Context: an optimization exercise on an open-source flow, tuned for a short achievable clock period and few clock cycles. The choices shown serve that exercise and are no tape-out recipe.
At most, simulation tests tie the RTL to the original design; equivalence was not proved.
The RTL of run 1 was laid out without a check of its function.

==> design.v <==
`timescale 1ns / 1ps
module ALU (
    input  [31:0] ir,
    input  [31:0] va,        
    input  [31:0] vb,        
    output reg [31:0] res,
    output        simple,    
    output [4:0]  wa,        
    output        uses_a,    
    output        uses_b,    
    output [31:0] sum
);
wire [5:0]  op   = ir[31:26];
wire [5:0]  fn   = ir[5:0];
wire [4:0]  sh   = ir[10:6];
wire [15:0] imm  = ir[15:0];
wire [31:0] sext = {{16{imm[15]}}, imm};
wire [31:0] zext = {16'b0, imm};
wire is_r    = (op == 6'h00);
wire f_add   = is_r && (fn == 6'h20);
wire f_sub   = is_r && (fn == 6'h22);
wire f_and   = is_r && (fn == 6'h24);
wire f_or    = is_r && (fn == 6'h25);
wire f_xor   = is_r && (fn == 6'h26);
wire f_slt   = is_r && (fn == 6'h2a);
wire f_sll   = is_r && (fn == 6'h00);
wire f_srl   = is_r && (fn == 6'h02);
wire f_sra   = is_r && (fn == 6'h03);
wire f_sllv  = is_r && (fn == 6'h04);
wire f_srlv  = is_r && (fn == 6'h06);
wire f_srav  = is_r && (fn == 6'h07);
wire f_mfhi  = is_r && (fn == 6'h10);
wire f_mflo  = is_r && (fn == 6'h12);
wire o_j     = (op == 6'h02);
wire o_jal   = (op == 6'h03);
wire o_beq   = (op == 6'h04);
wire o_bne   = (op == 6'h05);
wire o_addi  = (op == 6'h08);
wire o_slti  = (op == 6'h0a);
wire o_andi  = (op == 6'h0c);
wire o_ori   = (op == 6'h0d);
wire o_xori  = (op == 6'h0e);
wire o_lui   = (op == 6'h0f);
wire o_sw    = (op == 6'h2b);
assign simple = f_add | f_sub | f_and | f_or | f_xor | f_slt | f_sll | f_srl | f_sra |
                f_sllv | f_srlv | f_srav | o_addi | o_slti | o_andi | o_ori | o_xori | o_lui;
assign wa     = is_r ? ir[15:11] : ir[20:16];
assign uses_a = ~(o_j | o_jal | o_lui | f_sll | f_srl | f_sra | f_mfhi | f_mflo);
assign uses_b = is_r | o_beq | o_bne | o_sw;
wire [31:0] opb   = is_r ? vb : ((o_xori | o_andi | o_ori) ? zext : sext);
assign      sum   = va + opb;
wire [31:0] diff  = va - opb;
wire        lt    = (va[31] != opb[31]) ? va[31] : diff[31];
wire        varsh = f_sllv | f_srlv | f_srav;
wire [4:0]  amt   = varsh ? va[4:0] : sh;
wire        big   = varsh && (|va[31:5]);
wire [31:0] shl   = big ? 32'd0 : (vb << amt);
wire [31:0] shr   = big ? 32'd0 : (vb >> amt);
wire [31:0] sar0  = $signed(vb) >>> amt;
wire [31:0] sar   = big ? {32{vb[31]}} : sar0;
always @(*) begin
    res = 32'd0;
    case (1'b1)
        f_add | o_addi | o_xori: res = sum;
        f_sub:                   res = diff;
        f_and | o_andi:          res = va & opb;
        f_or  | o_ori:           res = va | opb;
        f_xor:                   res = va ^ vb;
        f_slt | o_slti:          res = {31'd0, lt};
        f_sll | f_sllv:          res = shl;
        f_srl | f_srlv:          res = shr;
        f_sra | f_srav:          res = sar;
        o_lui:                   res = {imm, 16'd0};
        default:                 res = 32'd0;
    endcase
end
endmodule
`timescale 1ns / 1ps
module RegFile (
    input         clk,
    input         rst,
    input  [4:0]  ra0,
    input  [4:0]  rb0,
    input  [4:0]  ra1,
    input  [4:0]  rb1,
    output [31:0] da0,
    output [31:0] db0,
    output [31:0] da1,
    output [31:0] db1,
    input         we_x0,
    input  [4:0]  wa_x0,
    input  [31:0] wd_x0,
    input         we_x1,
    input  [4:0]  wa_x1,
    input  [31:0] wd_x1,
    input         we_w,
    input  [4:0]  wa_w,
    input  [31:0] wd_w
);
reg [31:0] r [0:31];
integer i;
always @(posedge clk) begin
    if (rst) begin
        for (i = 0; i < 32; i = i + 1) r[i] <= 32'b0;
    end else begin
        if (we_w)  r[wa_w]  <= wd_w;
        if (we_x0) r[wa_x0] <= wd_x0;
        if (we_x1) r[wa_x1] <= wd_x1;
    end
end
assign da0 = r[ra0];
assign db0 = r[rb0];
assign da1 = r[ra1];
assign db1 = r[rb1];
endmodule
`timescale 1ns / 1ps
module MultDiv #(
    parameter S  = 8,    
    parameter LS = 3     
) (
    input             clk,
    input             rst,
    input             start,     
    input      [31:0] a,         
    input      [31:0] b,         
    output            busy,
    output            done,      
    output     [31:0] hi,        
    output     [31:0] lo,
    output            hi_neg,
    output            lo_neg
);
function [5:0] lzc;
    input [31:0] x;
    integer j;
    begin
        lzc = 6'd32;
        for (j = 0; j < 32; j = j + 1)
            if (x[j]) lzc = 6'd31 - j[5:0];
    end
endfunction
wire        sa = a[31];
wire        sb = b[31];
wire [31:0] ua = sa ? (32'd0 - a) : a;
wire [31:0] ub = sb ? (32'd0 - b) : b;
wire [5:0]  lza = lzc(ua);
wire [5:0]  lzb = lzc(ub);
wire        qzero = (lza > lzb);
wire [4:0]  k = lzb[4:0] - lza[4:0];             
wire [5-LS-1:0] ncm1 = k[4:LS];                  
wire [5:0]  steps = ({1'b0, ncm1} + 6'd1) << LS;  
wire [31:0] rem0 = (steps == 6'd32) ? 32'd0 : (ua >> steps);
wire [31:0] qd0  = ua << (6'd32 - steps);
reg         r_busy;
reg  [31:0] r_rem, r_qd, r_b;
reg  [32:0] r_b2;
reg  [33:0] r_b3;
reg  [5-LS-1:0] r_cnt;                           
reg         r_sq, r_sr;                          
reg  [31:0] rem [0:S/2];
reg  [31:0] qd  [0:S/2];
reg  [33:0] t;
reg  [34:0] d1, d2, d3;
integer s;
always @(*) begin
    rem[0] = r_rem;
    qd[0]  = r_qd;
    for (s = 0; s < S/2; s = s + 1) begin
        t  = {rem[s], qd[s][31:30]};
        d1 = {1'b0, t} - {3'b0, r_b};
        d2 = {1'b0, t} - {2'b0, r_b2};
        d3 = {1'b0, t} - {1'b0, r_b3};
        if (!d3[34]) begin
            rem[s+1] = d3[31:0];
            qd[s+1]  = {qd[s][29:0], 2'd3};
        end else if (!d2[34]) begin
            rem[s+1] = d2[31:0];
            qd[s+1]  = {qd[s][29:0], 2'd2};
        end else if (!d1[34]) begin
            rem[s+1] = d1[31:0];
            qd[s+1]  = {qd[s][29:0], 2'd1};
        end else begin
            rem[s+1] = t[31:0];
            qd[s+1]  = {qd[s][29:0], 2'd0};
        end
    end
end
wire last = r_busy && (r_cnt == 0);
assign busy = r_busy;
assign done = (start && qzero) || last;
assign hi     = r_busy ? rem[S/2] : a;
assign lo     = r_busy ? qd[S/2]  : 32'd0;
assign hi_neg = r_busy & r_sr;
assign lo_neg = r_busy & r_sq;
always @(posedge clk) begin
    if (rst) begin
        r_busy <= 1'b0;
    end else if (r_busy) begin
        r_rem <= rem[S/2];
        r_qd  <= qd[S/2];
        r_cnt <= r_cnt - 1'b1;
        if (last) r_busy <= 1'b0;
    end else if (start && !qzero) begin
        r_busy <= 1'b1;
        r_rem  <= rem0;
        r_qd   <= qd0;
        r_b    <= ub;
        r_b2   <= {ub, 1'b0};
        r_b3   <= {1'b0, ub, 1'b0} + {2'b0, ub};
        r_cnt  <= ncm1;
        r_sq   <= sa ^ sb;
        r_sr   <= sa;
    end
end
endmodule
`timescale 1ns / 1ps
module CPU (
    input         clk,
    input         reset,
    output [31:0] imem_addr,
    input  [31:0] imem_data,
    output [31:0] dmem_addr,
    output [31:0] dmem_wdata,
    output        dmem_we,
    input  [31:0] dmem_rdata
);
reg rst;
always @(posedge clk) rst <= reset;
reg  [31:0] pc_f;
reg  [31:0] ir0, ir0_pc, ir1, ir1_pc;
reg         ir0_v, ir1_v;
assign imem_addr = pc_f;
wire [5:0]  op   = ir0[31:26];
wire [5:0]  fn   = ir0[5:0];
wire [4:0]  ra   = ir0[25:21];
wire [4:0]  rb   = ir0[20:16];
wire [15:0] imm  = ir0[15:0];
wire [31:0] sext = {{16{imm[15]}}, imm};
wire is_r    = (op == 6'h00);
wire f_jr    = is_r && (fn == 6'h08);
wire f_mult  = is_r && (fn == 6'h18);
wire f_div   = is_r && (fn == 6'h1a);
wire f_mfhi  = is_r && (fn == 6'h10);
wire f_mflo  = is_r && (fn == 6'h12);
wire o_j     = (op == 6'h02);
wire o_jal   = (op == 6'h03);
wire o_beq   = (op == 6'h04);
wire o_bne   = (op == 6'h05);
wire o_lw    = (op == 6'h23);
wire o_sw    = (op == 6'h2b);
wire [31:0] rf_a0, rf_b0, rf_a1, rf_b1;
reg         ld_we;
reg  [4:0]  ld_rd;
reg  [31:0] ld_data;
wire [4:0]  ra1 = ir1[25:21];
wire [4:0]  rb1 = ir1[20:16];
wire [31:0] va  = (ld_we && ld_rd == ra)  ? ld_data : rf_a0;
wire [31:0] vb  = (ld_we && ld_rd == rb)  ? ld_data : rf_b0;
wire [31:0] va1r = (ld_we && ld_rd == ra1) ? ld_data : rf_a1;
wire [31:0] vb1r = (ld_we && ld_rd == rb1) ? ld_data : rf_b1;
wire        fw_a1, fw_b1;
wire [31:0] res0;
wire [31:0] va1 = fw_a1 ? res0 : va1r;
wire [31:0] vb1 = fw_b1 ? res0 : vb1r;
reg         m_we, m_ld;
reg  [4:0]  m_rd;
reg  [31:0] m_addr, m_wdata;
wire [31:0] res0_alu, sum;
wire        simple0, uses_a, uses_b;
wire [4:0]  wa0_alu;
ALU u_alu0 (
    .ir(ir0), .va(va), .vb(vb), .res(res0_alu), .simple(simple0), .wa(wa0_alu),
    .uses_a(uses_a), .uses_b(uses_b), .sum(sum)
);
wire lu_stall = ir0_v && m_ld && ((uses_a && m_rd == ra) || (uses_b && m_rd == rb));
wire dv_start, dv_busy, dv_done;
wire [31:0] dv_hi, dv_lo;
wire        dv_hi_neg, dv_lo_neg;
wire dv_stall = ir0_v && f_div && !lu_stall && !dv_done;
wire x_fire   = ir0_v && !lu_stall && !dv_stall;
assign dv_start = ir0_v && f_div && !lu_stall && !dv_busy;
reg  [31:0] hi, lo;
reg         hi_n, lo_n;
wire [31:0] hi_v = hi_n ? (32'd0 - hi) : hi;
wire [31:0] lo_v = lo_n ? (32'd0 - lo) : lo;
wire [31:0] pc4 = ir0_pc + 32'd4;
wire [63:0] prod = $signed(va) * $signed(vb);
assign res0 = f_mfhi ? hi_v : (f_mflo ? lo_v : (o_jal ? pc4 :
                   ((f_jr | f_mult | f_div) ? 32'd0 : res0_alu)));
wire        x_wen = simple0 | f_jr | f_mult | f_div | f_mfhi | f_mflo | o_jal;
wire [4:0]  x_wa  = o_jal ? 5'd31 : wa0_alu;
wire        eq      = (va == vb);
wire        taken   = (o_beq && eq) || (o_bne && !eq);
wire [31:0] btarget = pc4 + {sext[29:0], 2'b00};
wire [31:0] jtarget = {pc4[31:28], ir0[25:0], 2'b00};
wire [31:0] npc0    = f_jr ? va : ((o_j | o_jal) ? jtarget : (taken ? btarget : pc4));
wire [31:0] pred0   = ir1_v ? ir1_pc : pc_f;
wire        redir0  = x_fire && (npc0 != pred0);
wire [31:0] res1, sum1;
wire        simple1, uses_a1, uses_b1;
wire [4:0]  wa1;
ALU u_alu1 (
    .ir(ir1), .va(va1), .vb(vb1), .res(res1), .simple(simple1), .wa(wa1),
    .uses_a(uses_a1), .uses_b(uses_b1), .sum(sum1)
);
wire [5:0]  op1    = ir1[31:26];
wire [5:0]  fn1    = ir1[5:0];
wire        is_r1  = (op1 == 6'h00);
wire        f_jr1  = is_r1 && (fn1 == 6'h08);
wire        f_mfhi1 = is_r1 && (fn1 == 6'h10);
wire        f_mflo1 = is_r1 && (fn1 == 6'h12);
wire        o_j1   = (op1 == 6'h02);
wire        o_jal1 = (op1 == 6'h03);
wire        o_beq1 = (op1 == 6'h04);
wire        o_bne1 = (op1 == 6'h05);
wire        o_lw1  = (op1 == 6'h23);
wire        o_sw1  = (op1 == 6'h2b);
wire        mem0   = o_lw || o_sw;
wire        mem1   = o_lw1 || o_sw1;
wire        kind1  = simple1 | f_jr1 | f_mfhi1 | f_mflo1 | o_j1 | o_jal1 | o_beq1 | o_bne1 |
                     (mem1 && !mem0);
wire        x1_wen = simple1 | f_jr1 | f_mfhi1 | f_mflo1 | o_jal1;
wire [4:0]  x1_wa  = o_jal1 ? 5'd31 : wa1;
wire [31:0] pc1_4  = ir1_pc + 32'd4;
wire [31:0] hi1_v  = f_mult ? prod[63:32] : hi_v;
wire [31:0] lo1_v  = f_mult ? prod[31:0]  : lo_v;
wire [31:0] x1_res = f_mfhi1 ? hi1_v : (f_mflo1 ? lo1_v : (o_jal1 ? pc1_4 : (f_jr1 ? 32'd0 : res1)));
assign      fw_a1 = x_wen && (ra1 == x_wa);
assign      fw_b1 = x_wen && (rb1 == x_wa);
wire        dep1  = (o_lw && ((uses_a1 && ra1 == rb) || (uses_b1 && rb1 == rb) ||
                              ((x1_wen || o_lw1) && x1_wa == rb))) ||
                    ((f_mfhi1 || f_mflo1) && f_div);
wire        lu1   = m_ld && ((uses_a1 && m_rd == ra1) || (uses_b1 && m_rd == rb1));
wire        s1_go = ir1_v && kind1 && !dep1 && !lu1 && x_fire;
wire        s1_ok = s1_go && !redir0;           
wire        s1_we = s1_ok && x1_wen;
wire [31:0] sext1   = {{16{ir1[15]}}, ir1[15:0]};
wire        eq1     = (va1 == vb1);
wire        taken1  = (o_beq1 && eq1) || (o_bne1 && !eq1);
wire [31:0] btarget1 = pc1_4 + {sext1[29:0], 2'b00};
wire [31:0] jtarget1 = {pc1_4[31:28], ir1[25:0], 2'b00};
wire [31:0] npc1    = f_jr1 ? va1 : ((o_j1 | o_jal1) ? jtarget1 : (taken1 ? btarget1 : pc1_4));
wire        redir1  = s1_ok && (npc1 != pc_f);
wire        redirect = redir0 || redir1;
wire [31:0] npc     = redir0 ? npc0 : npc1;
wire        shift   = x_fire && !redir0 && ir1_v && !s1_go;
RegFile u_rf (
    .clk(clk), .rst(rst),
    .ra0(ra), .rb0(rb), .ra1(ra1), .rb1(rb1),
    .da0(rf_a0), .db0(rf_b0), .da1(rf_a1), .db1(rf_b1),
    .we_x0(x_fire && x_wen), .wa_x0(x_wa), .wd_x0(res0),
    .we_x1(s1_we), .wa_x1(x1_wa), .wd_x1(x1_res),
    .we_w(ld_we), .wa_w(ld_rd), .wd_w(ld_data)
);
MultDiv u_div (
    .clk(clk), .rst(rst), .start(dv_start), .a(va), .b(vb),
    .busy(dv_busy), .done(dv_done), .hi(dv_hi), .lo(dv_lo),
    .hi_neg(dv_hi_neg), .lo_neg(dv_lo_neg)
);
always @(posedge clk) begin
    if (rst) begin
        hi   <= 32'd0;
        lo   <= 32'd0;
        hi_n <= 1'b0;
        lo_n <= 1'b0;
    end else if (x_fire && f_mult) begin
        hi   <= prod[63:32];
        lo   <= prod[31:0];
        hi_n <= 1'b0;
        lo_n <= 1'b0;
    end else if (x_fire && f_div) begin
        hi   <= dv_hi;
        lo   <= dv_lo;
        hi_n <= dv_hi_neg;
        lo_n <= dv_lo_neg;
    end
end
localparam BB = 4;    
localparam CB = 8;    
reg  [31:0] ras;
wire [31:0] pcf4 = pc_f + 32'd4;
wire [31:0] pcf8 = pc_f + 32'd8;
reg  [17:0] bt_tgt [0:(1<<BB)-1];
reg  [5:0]  bt_tag [0:(1<<BB)-1];
reg  [(1<<BB)-1:0] bt_v;
wire [BB-1:0] bi0 = pc_f[BB+1:2];
wire [BB-1:0] bi1 = pcf4[BB+1:2];
wire        bhit0 = bt_v[bi0] && (bt_tag[bi0] == pc_f[BB+7:BB+2]);
wire        bhit1 = bt_v[bi1] && (bt_tag[bi1] == pcf4[BB+7:BB+2]);
wire [31:0] btgt0 = {pc_f[31:18], bt_tgt[bi0]};
wire [31:0] btgt1 = {pcf4[31:18], bt_tgt[bi1]};
wire [31:0] upd_pc = redir0 ? ir0_pc : ir1_pc;
wire [BB-1:0] bu = upd_pc[BB+1:2];
always @(posedge clk) begin
    if (rst) bt_v <= 0;
    else if (redirect) begin
        bt_v[bu]   <= 1'b1;
        bt_tag[bu] <= upd_pc[BB+7:BB+2];
        bt_tgt[bu] <= npc[17:0];
    end
end
localparam LB = 2;    
reg  [31:0] is_w   [0:(1<<CB)-1];
reg  [31-CB-2:0] is_tag [0:(1<<(CB-LB))-1];
reg  [(1<<CB)-1:0] is_v;
wire [CB-1:0] ci  = pcf4[CB+1:2];
wire [CB-LB-1:0] cl = pcf4[CB+1:LB+2];
wire        c_hit = is_v[ci] && (is_tag[cl] == pcf4[31:CB+2]);
wire [31:0] c_w   = is_w[ci];
wire [CB-1:0] cu  = ir0_pc[CB+1:2];
wire [CB-LB-1:0] cul = ir0_pc[CB+1:LB+2];
wire        c_same = (is_tag[cul] == ir0_pc[31:CB+2]);
integer q;
always @(posedge clk) begin
    if (rst) is_v <= 0;
    else if (ir0_v) begin
        if (c_same) begin
            is_v[cu] <= 1'b1;
        end else begin
            for (q = 0; q < (1<<LB); q = q + 1) is_v[{cul, q[LB-1:0]}] <= 1'b0;
            is_tag[cul] <= ir0_pc[31:CB+2];
            is_v[cu] <= 1'b1;
        end
        is_w[cu] <= ir0;
    end
end
wire [5:0]  c_op  = c_w[31:26];
wire        c_jmp = (c_op[5:1] == 5'b00001);
wire        c_jr  = (c_op == 6'd0) && (c_w[5:0] == 6'h08);
wire        c_bb  = (c_op[5:1] == 5'b00010) && c_w[15];
wire [31:0] c_jt  = {pcf8[31:28], c_w[25:0], 2'b00};
wire [31:0] c_bt  = pcf8 + {{14{c_w[15]}}, c_w[15:0], 2'b00};
wire [31:0] c_next = c_jmp ? c_jt : (c_jr ? ras : (c_bb ? c_bt : (bhit1 ? btgt1 : pcf8)));
wire [5:0]  d_op  = imem_data[31:26];
wire [7:0]  d_lo  = {1'b0, pcf4[8:2]} + {1'b0, imem_data[6:0]};
wire        d_jmp = (d_op[5:1] == 5'b00001);
wire        d_jr  = (d_op == 6'd0) && (imem_data[5:0] == 6'h08);
wire        d_bb  = (d_op[5:1] == 5'b00010) && (&imem_data[15:7]) && d_lo[7];
wire [31:0] d_jt  = {pcf4[31:28], imem_data[25:0], 2'b00};
wire [31:0] d_bt  = {pcf4[31:9], d_lo[6:0], pcf4[1:0]};
wire        d_tk  = d_jmp | d_jr | d_bb | bhit0;
wire [31:0] d_tgt = d_jmp ? d_jt : (d_jr ? ras : (d_bb ? d_bt : btgt0));
always @(posedge clk) begin
    if (rst) ras <= 32'd0;
    else if (s1_ok && o_jal1) ras <= pc1_4;
    else if (x_fire && o_jal) ras <= pc4;
end
always @(posedge clk) begin
    if (rst) begin
        pc_f  <= 32'd0;
        ir0_v <= 1'b0;
        ir1_v <= 1'b0;
    end else if (redirect) begin
        pc_f  <= npc;
        ir0_v <= 1'b0;
        ir1_v <= 1'b0;
    end else if (ir0_v && !x_fire) begin
    end else if (shift) begin
        ir0    <= ir1;
        ir0_pc <= ir1_pc;
        ir0_v  <= 1'b1;
        ir1    <= imem_data;
        ir1_pc <= pc_f;
        ir1_v  <= 1'b1;
        pc_f   <= d_tk ? d_tgt : pcf4;
    end else begin
        ir0    <= imem_data;
        ir0_pc <= pc_f;
        ir0_v  <= 1'b1;
        ir1    <= c_w;
        ir1_pc <= pcf4;
        ir1_v  <= c_hit && !d_tk;
        pc_f   <= d_tk ? d_tgt : (c_hit ? c_next : pcf4);
    end
end
always @(posedge clk) begin
    m_we    <= !reset && !rst && ((x_fire && o_sw) || (s1_ok && o_sw1));
    m_ld    <= !rst && ((x_fire && o_lw) || (s1_ok && o_lw1));
    m_rd    <= mem0 ? rb  : rb1;
    m_addr  <= mem0 ? sum : sum1;
    m_wdata <= mem0 ? vb  : vb1;
end
assign dmem_addr  = m_addr;
assign dmem_wdata = m_wdata;
assign dmem_we    = m_we;
always @(posedge clk) begin
    ld_we   <= !rst && m_ld && !(x_fire && x_wen && x_wa == m_rd) && !(s1_we && x1_wa == m_rd);
    ld_rd   <= m_rd;
    ld_data <= dmem_rdata;
end
endmodule
==> flow/run.sh <==
#!/bin/bash
# Standard ORFS layout, with ORFS's own repair_timing (after CTS and after
# global routing) asked to keep a setup-slack margin, so that the cells on
# the paths to and from the ports get sized for speed. The SDC is unchanged.
set -euo pipefail
MARGIN=$(cat flow/margin.txt)
bash standard.sh SETUP_SLACK_MARGIN=$MARGIN finish > flow_standard.log 2>&1
==> flow/margin.txt <==
79.5
==> standard.sh <==
#!/bin/bash
# synth_recipe.tcl (not shown) runs the flow's synth.tcl, then flattens the netlist and writes it again
# the make line also repeats each setting of config.mk as NAME=value (left out here)
make -C /OpenROAD-flow-scripts/flow DESIGN_CONFIG=/design/flow/config.mk WORK_HOME=/design/flow/orfs CLKGATE_MAP_FILE= SYNTH_SCRIPT=/design/flow/synth_recipe.tcl "${@:-finish}"
==> config.mk <==
export PLATFORM = sky130hd
export DESIGN_NAME = CPU
export DESIGN_NICKNAME = CPU
export VERILOG_FILES = /design/flow/design.v
export SDC_FILE = /design/flow/constraint.sdc
export NUM_CORES = 4
export LEC_CHECK = 0
export ABC_CLOCK_PERIOD_IN_PS = 15000
export CAP_MARGIN = 20
export CORE_MARGIN = 2
export CORE_UTILIZATION = 40
export SLEW_MARGIN = 20
==> constraint.sdc <==
create_clock -name core_clock -period 100.0 [get_ports {clk}]
set_input_delay 20.0000 -clock core_clock [delete_from_list [all_inputs] [get_ports {clk}]]
set_output_delay 20.0000 -clock core_clock [all_outputs]
set_load 0.01 [all_outputs]
==> qor.log, run 1 <==
qor: status.outcome stopped before the end
qor: status.last_stage_reached synthesis (1_2_yosys)
qor: status.error_message ERROR: TCL interpreter returned an error: Source files actually used in the design:
qor: logic_synthesis.synthesis.yosys.warnings 6
==> inputs of run 2 (changes only) <==
--- a/design.v
+++ b/design.v
@@ -432,13 +432,19 @@
 wire [31:0] c_bt  = pcf8 + {{14{c_w[15]}}, c_w[15:0], 2'b00};
 wire [31:0] c_next = c_jmp ? c_jt : (c_jr ? ras : (c_bb ? c_bt : (bhit1 ? btgt1 : pcf8)));
+wire [CB-1:0] ti  = btgt0[CB+1:2];
+wire [CB-LB-1:0] tl = btgt0[CB+1:LB+2];
+wire        t_hit = is_v[ti] && (is_tag[tl] == btgt0[31:CB+2]);
+wire [31:0] t_w   = is_w[ti];
+wire [31:0] t_4   = btgt0 + 32'd4;
+wire [31:0] e_w    = bhit0 ? t_w   : c_w;
+wire [31:0] e_pc   = bhit0 ? btgt0 : pcf4;
+wire        e_hit  = bhit0 ? t_hit : c_hit;
+wire [31:0] e_next = bhit0 ? (t_hit ? t_4 : btgt0) : (c_hit ? c_next : pcf4);
 wire [5:0]  d_op  = imem_data[31:26];
-wire [7:0]  d_lo  = {1'b0, pcf4[8:2]} + {1'b0, imem_data[6:0]};
 wire        d_jmp = (d_op[5:1] == 5'b00001);
 wire        d_jr  = (d_op == 6'd0) && (imem_data[5:0] == 6'h08);
-wire        d_bb  = (d_op[5:1] == 5'b00010) && (&imem_data[15:7]) && d_lo[7];
 wire [31:0] d_jt  = {pcf4[31:28], imem_data[25:0], 2'b00};
-wire [31:0] d_bt  = {pcf4[31:9], d_lo[6:0], pcf4[1:0]};
-wire        d_tk  = d_jmp | d_jr | d_bb | bhit0;
-wire [31:0] d_tgt = d_jmp ? d_jt : (d_jr ? ras : (d_bb ? d_bt : btgt0));
+wire        d_tk  = d_jmp | d_jr | bhit0;
+wire [31:0] d_tgt = d_jmp ? d_jt : (d_jr ? ras : btgt0);
 always @(posedge clk) begin
     if (rst) ras <= 32'd0;
@@ -468,8 +474,8 @@
         ir0_pc <= pc_f;
         ir0_v  <= 1'b1;
-        ir1    <= c_w;
-        ir1_pc <= pcf4;
-        ir1_v  <= c_hit && !d_tk;
-        pc_f   <= d_tk ? d_tgt : (c_hit ? c_next : pcf4);
+        ir1    <= e_w;
+        ir1_pc <= e_pc;
+        ir1_v  <= e_hit && !d_jmp && !d_jr;
+        pc_f   <= (d_jmp | d_jr) ? d_tgt : e_next;
     end
 end
--- a/config.mk
+++ b/config.mk
@@ -7,6 +7,8 @@
 export LEC_CHECK = 0
 export ABC_CLOCK_PERIOD_IN_PS = 15000
-export CAP_MARGIN = 20
+export CAP_MARGIN = 40
 export CORE_MARGIN = 2
-export CORE_UTILIZATION = 40
-export SLEW_MARGIN = 20
+export CORE_UTILIZATION = 30
+export PLACE_DENSITY = 0.35
+export SLEW_MARGIN = 40
+export SYNTH_MEMORY_MAX_BITS = 65536
==> qor.log, run 2 <==
qor: timing.maxSlewHeadroom 25.7%
qor: critical_path.timing.critical_path.slowest_cell_delay 0.56 ns
qor: critical_path.worstPathRequired 80.00 ns
qor: detailed_routing.num_vias 525k
qor: critical_path.arrival 2.28 ns
qor: clocking.cts-buffers-inserted 1494
qor: logic_synthesis.synth.avg_cell_area 13.9 um2
qor: cells_and_area.final_common_cell sky130_fd_sc_hd__edfxtp_1
qor: critical_path.crit_path_buf_inv_count 1
qor: cells_and_area.max_flop_register is_w
qor: logic_synthesis.post_synth_most_frequent_cells sky130_fd_sc_hd__edfxtp_1, sky130_fd_sc_hd__mux4_2, sky130_fd_sc_hd__nand2_1
qor: grt.grt_start_max_net_pins 125
qor: detailed_routing.wl_per_cell 48.7 um
qor: clocking.cts.sink_count 11.8k
qor: timing.layout_setup_ws 77.72 ns
qor: timing.worst_clock_skew 0.167 ns
qor: logic_synthesis.synth.lib_cells_used.distinct 124
qor: logic_synthesis.yosys_register_bits 11.8k
qor: clocking.clk_buf_depth 6
qor: logic_synthesis.yosysSeqAreaShare 50.3%
qor: detailed_routing.antenna_violating_nets_post_route 0
qor: die.num_rows 559
qor: placement.post_placement_worst_setup_slack 73.40 ns
qor: detailed_routing.initialDrtViolationCount 77.0k
qor: status.outcome no timing/DRC/antenna violations
qor: placement.buffer_ports.inserted 162
qor: cells_and_area.nets 52.7k
qor: critical_path.critPathLaunch pc_f[30]
qor: critical_path.critPathKind flip-flop to primary output
qor: logic_synthesis.synth_edf_count 11.3k
qor: cells_and_area.multi_input_area 334000 um2
qor: clocking.tritoncts yes
qor: placement.place.gp.congestion 1.01
qor: die.floorplan.io_pins 163
qor: cells_and_area.mostFrequentLayoutCells sky130_fd_sc_hd__edfxtp_1, sky130_fd_sc_hd__mux4_2, sky130_fd_sc_hd__nand2_1, sky130_fd_sc_hd__a21oi_1, sky130_fd_sc_hd__buf_4
qor: timing.hold_ws 0.489 ns
qor: grt.grt_use_total 33.8%
qor: detailed_routing.drc 0
qor: logic_synthesis.dominantRegCellSynth sky130_fd_sc_hd__edfxtp_1
qor: die.initial_core_util 30.0%
qor: hold_path.hold_path.startpoint lo[8]
qor: logic_synthesis.area_share_of_the_largest_cell_type_after_synthesis 48.7%
qor: critical_path.timing.critical_path.slowest_stage_cell sky130_fd_sc_hd__dfxtp_4
qor: detailed_routing.viasPerCell 6.30
qor: grt.number_of_antenna_violations_at_the_first_check_in_global_routing 554
qor: grt.grt_pass1_vias 511k
qor: timing.achievable-frequency 44.9 MHz
qor: timing.final_min_period_over_clock_period 22.3%
qor: timing.final_min_period 22.28 ns
qor: logic_synthesis.synthesis.nets 52.1k
qor: flow_run.max_cap_violations 0
qor: clocking.cts.root.buffer_cell sky130_fd_sc_hd__clkbuf_16
qor: logic_synthesis.synthesis.yosys.warnings 6
qor: critical_path.timing.critical_path.cells buf_6
qor: clocking.clkTransAtPathRegs 0.06 ns
qor: die.die_height 1530 um
qor: cells_and_area.area.growth.synth_to_final 16.5%
qor: logic_synthesis.asyncSetResetFlopFracSynth 0%
qor: timing.setup_tns 0 ns
qor: clocking.htreeDepth 7
qor: timing.grt_setup_unrepaired yes
qor: grt.grt_pass1_wl 5260000 um
qor: cells_and_area.fillcell_total 222k
qor: detailed_routing.postRouteWirelength 4060000 um
qor: logic_synthesis.synthesis.instances 50.0k
qor: critical_path.critical_path_peak_fanout 2
qor: logic_synthesis.synth_area 695000 um2
qor: hold_path.holdCritPathClass flip-flop to flip-flop
qor: timing.finalSetupViolations 0
qor: cells_and_area.utilization 35.0%
qor: die.dieArea 2330000 um2
qor: clocking.clock_insertion_delay_worst_skew 1.67 ns
qor: timing.worst_slew_pin_tran 1.10 ns
qor: logic_synthesis.synth_area_leaders sky130_fd_sc_hd__edfxtp_1, sky130_fd_sc_hd__mux4_2, sky130_fd_sc_hd__fa_1, sky130_fd_sc_hd__nand2_1, sky130_fd_sc_hd__a21oi_1
qor: cells_and_area.layout_top_registers is_w (8192), is_tag (1408), u_rf.r (1024)
qor: grt.overflow 0
qor: timing.final_slew_violations 0
qor: die.dieWidth 1530 um
qor: detailed_routing.drt_pass1_iterations 13
qor: critical_path.crit_family flip-flops
qor: critical_path.end_kind primary output
qor: critical_path.startpoint_type flip-flop
qor: logic_synthesis.yosys.area.top_type sky130_fd_sc_hd__edfxtp_1
qor: placement.place.detailed.hpwl 2740000 um
qor: die.core 2310000 um2
qor: logic_synthesis.synth.most_common_cell sky130_fd_sc_hd__edfxtp_1
qor: cells_and_area.fraction_of_final_layout_cells_with_drive_strength_greater_than_1 28.1%
qor: cells_and_area.ff_latch_area 350000 um2
qor: timing.timing.final.hold_violations 0
qor: cells_and_area.largest_register_ff_count 8192
## run 2: final cells by class
type                       instances  share of cell area [%]
clock buffer                    1816                    4.82
timing repair buffer            3302                    3.75
tap                            30855                    4.77
multi-input combinational      32203                    41.3
clock inverter                   874                    1.12
antenna                          771                   0.238
inverter                        1736                   0.807
sequential                     11814                    43.2
## run 2: logic make-up after synthesis
| kind of cell | count (synthesis) | share of synthesized area [%] |
|---|---|---|
| and+or+nand+nor | 12128 | 7.57 |
| DFF | 11814 | 50.3 |
| AOI/OAI and AO/OA | 8518 | 7.67 |
| muxes | 8453 | 24.9 |
| buffers and inverters | 5988 | 3.35 |
| adders and majority gates | 2056 | 4.89 |
| xor gates and xnor gates | 1043 | 1.31 |
## run 2: worst paths after layout
kind | endpoint | slack (ns) | cells after the start
max | imem_addr[30] | 77.72 | 1
min | lo[8] | 0.49 | 2
max reg2reg | u_rf.r[25][31] | 80.28 | 65
min reg2reg | lo[8] | 0.49 | 2
## run 2: timing repair
| item | in CTS | in global routing |
|---|---|---|
| buffers inserted | 124 | 30 |
| cloned | 16 | 3 |
| endpoints found under the hold margin | 0 | 0 |
| pin swaps | 116 | 107 |
| endpoints found under the setup margin | 202 | 202 |
| hold buffers | 0 | 0 |
| resized for setup | 946 | 211 |
## run 2: routing by layer
| layer | vias to the layer above | global-route usage (%) | wire length, um |
|---|---|---|---|
| met5 | - | 0 | 1480 |
| met4 | 172 | 19.6 | 283000 |
| met3 | 7355 | 8.61 | 375000 |
| met2 | 32172 | 51.8 | 1810000 |
| met1 | 285633 | 43.6 | 1600000 |
| li1 | 199628 | - | - |
## run 2: per-stage QoR
step / instance area, um2 / cells
CTS: 805000 / 82532
detailed placement: 754000 / 79702
floorplan: 695000 / 50000
finish: 810000 / 83371
global route: 809000 / 83081
global placement: 748000 / 79571
Testbench counts of run 2, summed over its fixed seeds: cycles 56,400.
==> inputs of run 3 (changes only) <==
==> run.sh (new file) <==
#!/bin/bash
# synth_recipe.tcl (not shown) runs the flow's synth.tcl, then flattens the netlist and writes it again
# the make line also repeats each setting of config.mk as NAME=value (left out here)
make -C /OpenROAD-flow-scripts/flow DESIGN_CONFIG=/design/flow/config.mk WORK_HOME=/design/flow/orfs CLKGATE_MAP_FILE= SYNTH_SCRIPT=/design/flow/synth_recipe.tcl finish
--- a/config.mk
+++ b/config.mk
@@ -7,8 +7,8 @@
 export LEC_CHECK = 0
 export ABC_CLOCK_PERIOD_IN_PS = 15000
-export CAP_MARGIN = 40
+export CAP_MARGIN = 50
 export CORE_MARGIN = 2
 export CORE_UTILIZATION = 30
 export PLACE_DENSITY = 0.35
-export SLEW_MARGIN = 40
+export SLEW_MARGIN = 50
 export SYNTH_MEMORY_MAX_BITS = 65536
removed: flow/run.sh
removed: flow/margin.txt
removed: standard.sh
==> qor.log, run 3 <==
qor: critical_path.timing.reg2reg.worst_path_depth 90
qor: cells_and_area.fillcell_total 222k
qor: grt.grt_start_max_net_pins 115
qor: die.num_rows 559
qor: logic_synthesis.dominantRegCellSynth sky130_fd_sc_hd__edfxtp_1
qor: logic_synthesis.synth_area_leaders sky130_fd_sc_hd__edfxtp_1, sky130_fd_sc_hd__mux4_2, sky130_fd_sc_hd__fa_1, sky130_fd_sc_hd__nand2_1, sky130_fd_sc_hd__a21oi_1
qor: critical_path.critical_path_peak_fanout 20
qor: detailed_routing.initialDrtViolationCount 76.8k
qor: timing.achievable-frequency 38.4 MHz
qor: die.floorplan.io_pins 163
qor: grt.grt_pass1_vias 511k
qor: clocking.cts.root.buffer_cell sky130_fd_sc_hd__clkbuf_16
qor: cells_and_area.layout_top_registers is_w (8192), is_tag (1408), u_rf.r (1024)
qor: detailed_routing.drc 0
qor: flow_run.max_cap_violations 0
qor: cells_and_area.mostFrequentLayoutCells sky130_fd_sc_hd__edfxtp_1, sky130_fd_sc_hd__mux4_2, sky130_fd_sc_hd__nand2_1, sky130_fd_sc_hd__a21oi_1, sky130_fd_sc_hd__nor2_1
qor: logic_synthesis.synth.lib_cells_used.distinct 124
qor: logic_synthesis.post_synth_most_frequent_cells sky130_fd_sc_hd__edfxtp_1, sky130_fd_sc_hd__mux4_2, sky130_fd_sc_hd__nand2_1
qor: clocking.holdBufCountCts 0
qor: die.dieWidth 1530 um
qor: critical_path.worstPathRequired 101.41 ns
qor: timing.final_min_period_over_clock_period 26.0%
qor: logic_synthesis.synthesis.instances 50.0k
qor: detailed_routing.num_vias 525k
qor: critical_path.critical_path_depth 90
qor: placement.place.gp.congestion 1.00
qor: grt.overflow 0
qor: grt.grt_pass1_wl 5270000 um
qor: timing.final_slew_violations 0
qor: critical_path.end_kind flip-flop
qor: critical_path.timing.critical_path.slowest_stage_cell sky130_fd_sc_hd__or4b_2
qor: detailed_routing.dr.max_layer_used met5
qor: cells_and_area.final_common_cell sky130_fd_sc_hd__edfxtp_1
qor: critical_path.setup.worst_path.end hi[30]
qor: cells_and_area.area.growth.synth_to_final 16.9%
qor: critical_path.startpoint_type flip-flop
qor: critical_path.crit_family compound AO/OA/AOI/OAI gates
qor: logic_synthesis.synth.avg_cell_area 13.9 um2
qor: detailed_routing.postRouteWirelength 4070000 um
qor: critical_path.critPathLaunch u_div.r_b[1]
qor: timing.final_min_period 26.03 ns
qor: timing.setup_tns 0 ns
qor: grt.number_of_antenna_violations_at_the_first_check_in_global_routing 542
qor: critical_path.crit_path_buf_inv_count 8
qor: timing.finalSetupViolations 0
qor: logic_synthesis.synthesis.yosys.warnings 6
qor: die.dieArea 2330000 um2
qor: clocking.ctsResizeCount 0
qor: placement.postPlaceCellArea 761000 um2
qor: critical_path.timing.critical_path.slowest_cell_delay 0.88 ns
qor: placement.place.detailed.hpwl 2770000 um
qor: logic_synthesis.area_share_of_the_largest_cell_type_after_synthesis 48.7%
qor: timing.worst_clock_skew 0.177 ns
qor: timing.worst_slew_pin_tran 0.904 ns
qor: detailed_routing.routedLengthMet1 1620000 um
qor: cells_and_area.nets 52.6k
qor: clocking.post_cts_setup_buffer_count 0
qor: critical_path.critPathKind flip-flop to flip-flop
qor: cells_and_area.layout.cell_area.non_filler 812000 um2
qor: critical_path.timing.reg2reg.setup_slack 73.97 ns
qor: clocking.cts.sink_count 11.8k
qor: logic_synthesis.synthesis.nets 52.1k
qor: cells_and_area.max_flop_register is_w
qor: clocking.clock_insertion_delay_worst_skew 1.63 ns
qor: timing.maxSlewHeadroom 39.1%
qor: critical_path.critical_path.reg2reg.startpoint u_div.r_b[1]
qor: die.initial_core_util 30.0%
qor: logic_synthesis.synth_edf_count 11.3k
qor: detailed_routing.antenna_violating_nets_post_route 0
qor: die.core 2310000 um2
qor: detailed_routing.drt_pass1_iterations 9
qor: detailed_routing.routed-wl-met3 366000 um
qor: clocking.clk_buf_depth 6
qor: detailed_routing.viasPerCell 6.29
qor: placement.buffer_ports.inserted 162
qor: logic_synthesis.yosys.area.top_type sky130_fd_sc_hd__edfxtp_1
qor: critical_path.worst_r2r_endpoint hi[30]
qor: placement.placedCellCount 79.8k
qor: cells_and_area.largest_register_ff_count 8192
qor: critical_path.arrival 27.43 ns
qor: logic_synthesis.synth.most_common_cell sky130_fd_sc_hd__edfxtp_1
qor: critical_path.crit_path_frequent_cell sky130_fd_sc_hd__o21ai_0
qor: timing.grt_setup_unrepaired no
qor: die.die_height 1530 um
qor: detailed_routing.met2_length 1800000 um
qor: logic_synthesis.yosys_register_bits 11.8k
qor: logic_synthesis.asyncSetResetFlopFracSynth 0%
qor: cells_and_area.utilization 35.1%
qor: status.outcome no timing/DRC/antenna violations
qor: grt.grt_use_total 33.9%
qor: clocking.clkTransAtPathRegs 0.06 ns
qor: clocking.htreeDepth 7
qor: clocking.tritoncts yes
qor: logic_synthesis.synth_area 695000 um2
qor: logic_synthesis.yosysSeqAreaShare 50.3%
qor: detailed_routing.wl_per_cell 48.8 um
qor: cells_and_area.fraction_of_final_layout_cells_with_drive_strength_greater_than_1 27.8%
qor: timing.hold_ws 0.492 ns
qor: clocking.cts-buffers-inserted 1498
qor: cells_and_area.instances_no_fill 83.4k
qor: hold_path.holdCritPathClass flip-flop to flip-flop
qor: timing.timing.final.hold_violations 0
-- run 3: worst min path at each step --
| stage | end | start | depth (start not counted) | slack [ns] |
|---|---|---|---|---|
| floorplan | ld_rd[0] | m_rd[0] | 0 | 0.33 |
| global placement | lo[8] | lo[8] | 2 | 0.47 |
| detailed placement | lo[8] | lo[8] | 2 | 0.48 |
| CTS | is_v[254] | is_v[254] | 2 | 0.49 |
| global route | lo[8] | lo[8] | 2 | 0.51 |
| finish | lo[8] | lo[8] | 2 | 0.49 |
-- run 3: layer usage --
metal,track usage [%],up-vias
met5,0.0303,-
li1,-,199568
met4,19.1,161
met2,51.7,31828
met3,7.96,6883
met1,44.5,286258
-- run 3: cell families (layout without fill, tap and decap cells) --
| group | after synthesis | in the layout | share of synthesized area [%] |
|---|---|---|---|
| DFF | 11814 | 11814 | 50.3 |
| xor gates and xnor gates | 1043 | 1043 | 1.31 |
| muxes | 8453 | 8453 | 24.9 |
| adders and majority gates | 2056 | 2056 | 4.89 |
| and+or+nand+nor | 12128 | 12128 | 7.57 |
| buffers and inverters | 5988 | 7735 | 3.35 |
| AOI/OAI and AO/OA | 8518 | 8518 | 7.67 |
| other | 0 | 775 | 0 |
-- run 3: through the flow --
step,setup WS (ns)
2_1_floorplan,77.59
3_3_place_gp,72.34
3_5_place_dp,73.81
4_1_cts,73.53
5_1_grt,71.92
6_report,73.97
-- run 3: final cells by class --
class                   instances  area, um2  area share (%)
diodes                        775       1940           0.239
clock buffers                1868      39500            4.86
clock inverters               852       8110           0.998
inverters                    1736       6540           0.805
multi-input cells           32198     335000            41.3
flip-flops and latches      11814     349000            43.0
well taps                   30855      38600            4.75
repair buffers               3279      33000            4.06
-- run 3: worst reg2reg max path, delay by kind of cell, from the launching register on --
family	cells	cell delay, ns
adders and majority gates	4	1.48
DFF	1	0.77
buffers and inverters	8	2.24
muxes	2	1.09
and+or+nand+nor	15	3.27
AOI/OAI and AO/OA	61	16.94

## port drivers added, routing unchanged
No port has a modelled driver above. Below, the same layouts with a new extraction and two added sets of constraints. Step 1 (the two cells are an assumption about what drives the block):
set clk [get_ports {clk}]
set_driving_cell -lib_cell sky130_fd_sc_hd__clkbuf_16 $clk
set_driving_cell -lib_cell sky130_fd_sc_hd__buf_2 [delete_from_list [all_inputs] $clk]
Step 2 moves the port delays by t, midway between the first and last clock arrival at a register: inputs arrive t later, outputs are due t later. That takes back most of the time a late clock gives input paths. Slacks: no drivers / after step 1 / after step 2; pairs: no drivers / after step 1.
| run | t, ns | setup slack, ns | worst register clock-pin slew, ns |
|---|---|---|---|
| run 2 | 1.764 | 77.718 / 77.512 / 76.885 | 0.07 / 0.07 |
| run 3 | 1.772 | 73.972 / 73.972 / 73.972 | 0.08 / 0.08 |
After both steps setup and hold are still met in every run listed. For run 2, which loses most, drivers alone change the setup slack by -0.206 ns; drivers and shift together by -0.833 ns.
